This is an optimization exercise on Yosys and OpenROAD, whose aim is small area and a short achievable clock period, not a production implementation.
Where RTL was checked, it was by simulation tests only, not by an equivalence proof against the original.

==> flow/design.v (excerpt) <==
module qrs(
input clk,
input reset,
input signed [15:0] data_in,
output  signed [15:0] up,
output  signed [15:0] low,
output  signed [15:0] low_out,
output  signed [15:0] high,
output  signed [15:0] high_out,
output  signed [15:0] deri_out,
output  signed [15:0] sqr_out,
output  signed [15:0] avg_out,
output  signed [15:0] data_out
    );
clock: 25.0 ns
lec_check: 0
abc_area: 1
cap_margin: 20
core_margin: 2
core_utilization: 40
slew_margin: 20
standard.sh (not shown) runs the stock make flow with config.mk's settings and CLKGATE_MAP_FILE= SYNTH_SCRIPT=/design/flow/synth_recipe.tcl, a recipe that flattens the netlist after the stock synthesis.
==> flow/flow/run.sh <==
#!/bin/bash
# Standard layout (the standard.sh), with plain buf_2 cells as the port
# buffers, a clock tree of clkbuf_16 cells in sink clusters of up to 25
# without dummy loads, and timing repair asked to leave 15.7 ns of setup slack.
set -euo pipefail
export BUFFER_PORTS_ARGS="-buffer_cell sky130_fd_sc_hd__buf_2"
export CTS_ARGS="-sink_clustering_enable -repair_clock_nets -dont_use_dummy_load -buf_list sky130_fd_sc_hd__clkbuf_16 -sink_clustering_size 25 -sink_clustering_max_diameter 90"
bash standard.sh SETUP_SLACK_MARGIN=15.7 finish > standard_flow.log 2>&1
Edit:
--- a/flow/design.v
+++ b/flow/design.v
@@ -32,26 +32,19 @@
   xq[0] <= ph ? up_r[15:8] : data_in[7:0];
   for (t = 1; t < 11; t = t + 1) xq[t] <= xq[t-1];
 end
 reg [6:0] lq [0:30];
 reg [6:0] laux;
 wire [12:0] lnew;
 always @(posedge clk, posedge reset)
-  if (reset) begin
-    lq[0] <= 7'd0;
-    lq[1] <= 7'd0;
-    lq[2] <= 7'd0;
-  end else begin
-    lq[0] <= ph ? laux : {1'b0, lnew[12:7]};
-    lq[1] <= lq[0];
-    lq[2] <= lq[1];
-  end
+  if (reset) lq[0] <= 7'd0;
+  else lq[0] <= ph ? laux : {1'b0, lnew[12:7]};
 always @(posedge clk) begin
   laux <= lnew[6:0];
-  for (t = 3; t < 31; t = t + 1) lq[t] <= lq[t-1];
+  for (t = 1; t < 31; t = t + 1) lq[t] <= lq[t-1];
 end
 reg signed [13:0] m0, m1;    
 reg [15:0] h1, h2, h3;       
 wire [15:0] m0x = {{2{m0[13]}}, m0};
 wire [15:0] m1x = {{2{m1[13]}}, m1};
 wire [15:0] hsum, hdif, h3m;
 wire co_hs, co_hd, co_h3;
@@ -152,27 +145,27 @@
 reg [15:0] deri_r, sqr_r, s1;
 reg [16:0] pp;               
 wire [16:0] ppn;
 wire co_pp;
 rc_add #(17) a_pp(.a({1'b0, sqr_r}), .b({1'b0, s1}), .ci(1'b0), .s(ppn), .co(co_pp));
 always @(posedge clk, posedge reset)
   if (reset) begin
-    deri_r <= 16'd0; sqr_r <= 16'd0; s1 <= 16'd0; pp <= 17'd0;
+    deri_r <= 16'd0; sqr_r <= 16'd0; pp <= 17'd0;
   end else begin
-    deri_r <= dn; sqr_r <= sn; s1 <= sqr_r; pp <= ppn;
+    deri_r <= dn; sqr_r <= sn; pp <= ppn;
   end
+always @(posedge clk) s1 <= sqr_r;
 assign deri_out = deri_r;
 assign sqr_out = sqr_r;
 wire [15:0] avg;
 avg3 u_avg(.a(sqr_r), .b(pp), .q(avg));
 assign avg_out = avg[15:0];
 reg [15:0] dout;
-always @(posedge clk, posedge reset)
-  if (reset) dout <= 16'd0;
-  else if (!ph) dout <= avg[15:0];
+always @(posedge clk)
+  if (!ph) dout <= avg[15:0];      
 assign data_out = dout;
 endmodule
 module ks_add #(parameter N = 16) (input [N-1:0] a, input [N-1:0] b, input ci, output [N-1:0] s, output co);
   localparam L = (N <= 2) ? 1 : (N <= 4) ? 2 : (N <= 8) ? 3 : (N <= 16) ? 4 : (N <= 32) ? 5 : 6;
   wire [N-1:0] g [0:L];
   wire [N-1:0] p [0:L];
   genvar i, l;
Core utilization shrinks by 0.11 points.
Setup slack got worse by 0.014 ns.
Critical path depth shrinks by 11.
Via count shrinks slightly.
Final area shrinks slightly.
Worst hold slack improved by 0.011 ns.
Die area is about the same.
Sequential share of layout area is about the same.
Flip-flop and latch count stays the same.
Clock-buffer cell count grows by 1.
Synthesized cell count shrinks slightly.
Routed wire length shrinks by a few percent.
Function not checked in the second run of this note: the RTL went through the layout flow alone.

-- separate check: timing with driven ports --
No port has a modelled driver above. Below, the same layouts with a new extraction and two added sets of constraints.
Step 1 sets driving cells, clkbuf_16 on the clock port and buf_2 on the other inputs (assumed; they add their load-dependent delay and slew).
Step 2 moves the port delays by t, midway between the first and last clock arrival at a register: inputs arrive t later, outputs are due t later. That takes back most of the time a late clock gives input paths.
Slacks: ideal ports / drivers / drivers and shift; pairs: ideal ports / drivers.
run	t, ns	setup WS [ns]	worst setup path at the end	latest minus earliest clock arrival (ns)
the first run	0.600	15.970 / 15.955 / 15.411	input to register	0.079 / 0.079
the second run	0.609	15.956 / 15.896 / 15.404	input to register	0.085 / 0.086
After both steps every run listed still meets setup and hold. The setup slack of the first run, which loses most, moves by -0.015 ns with the drivers and by -0.559 ns with both steps.
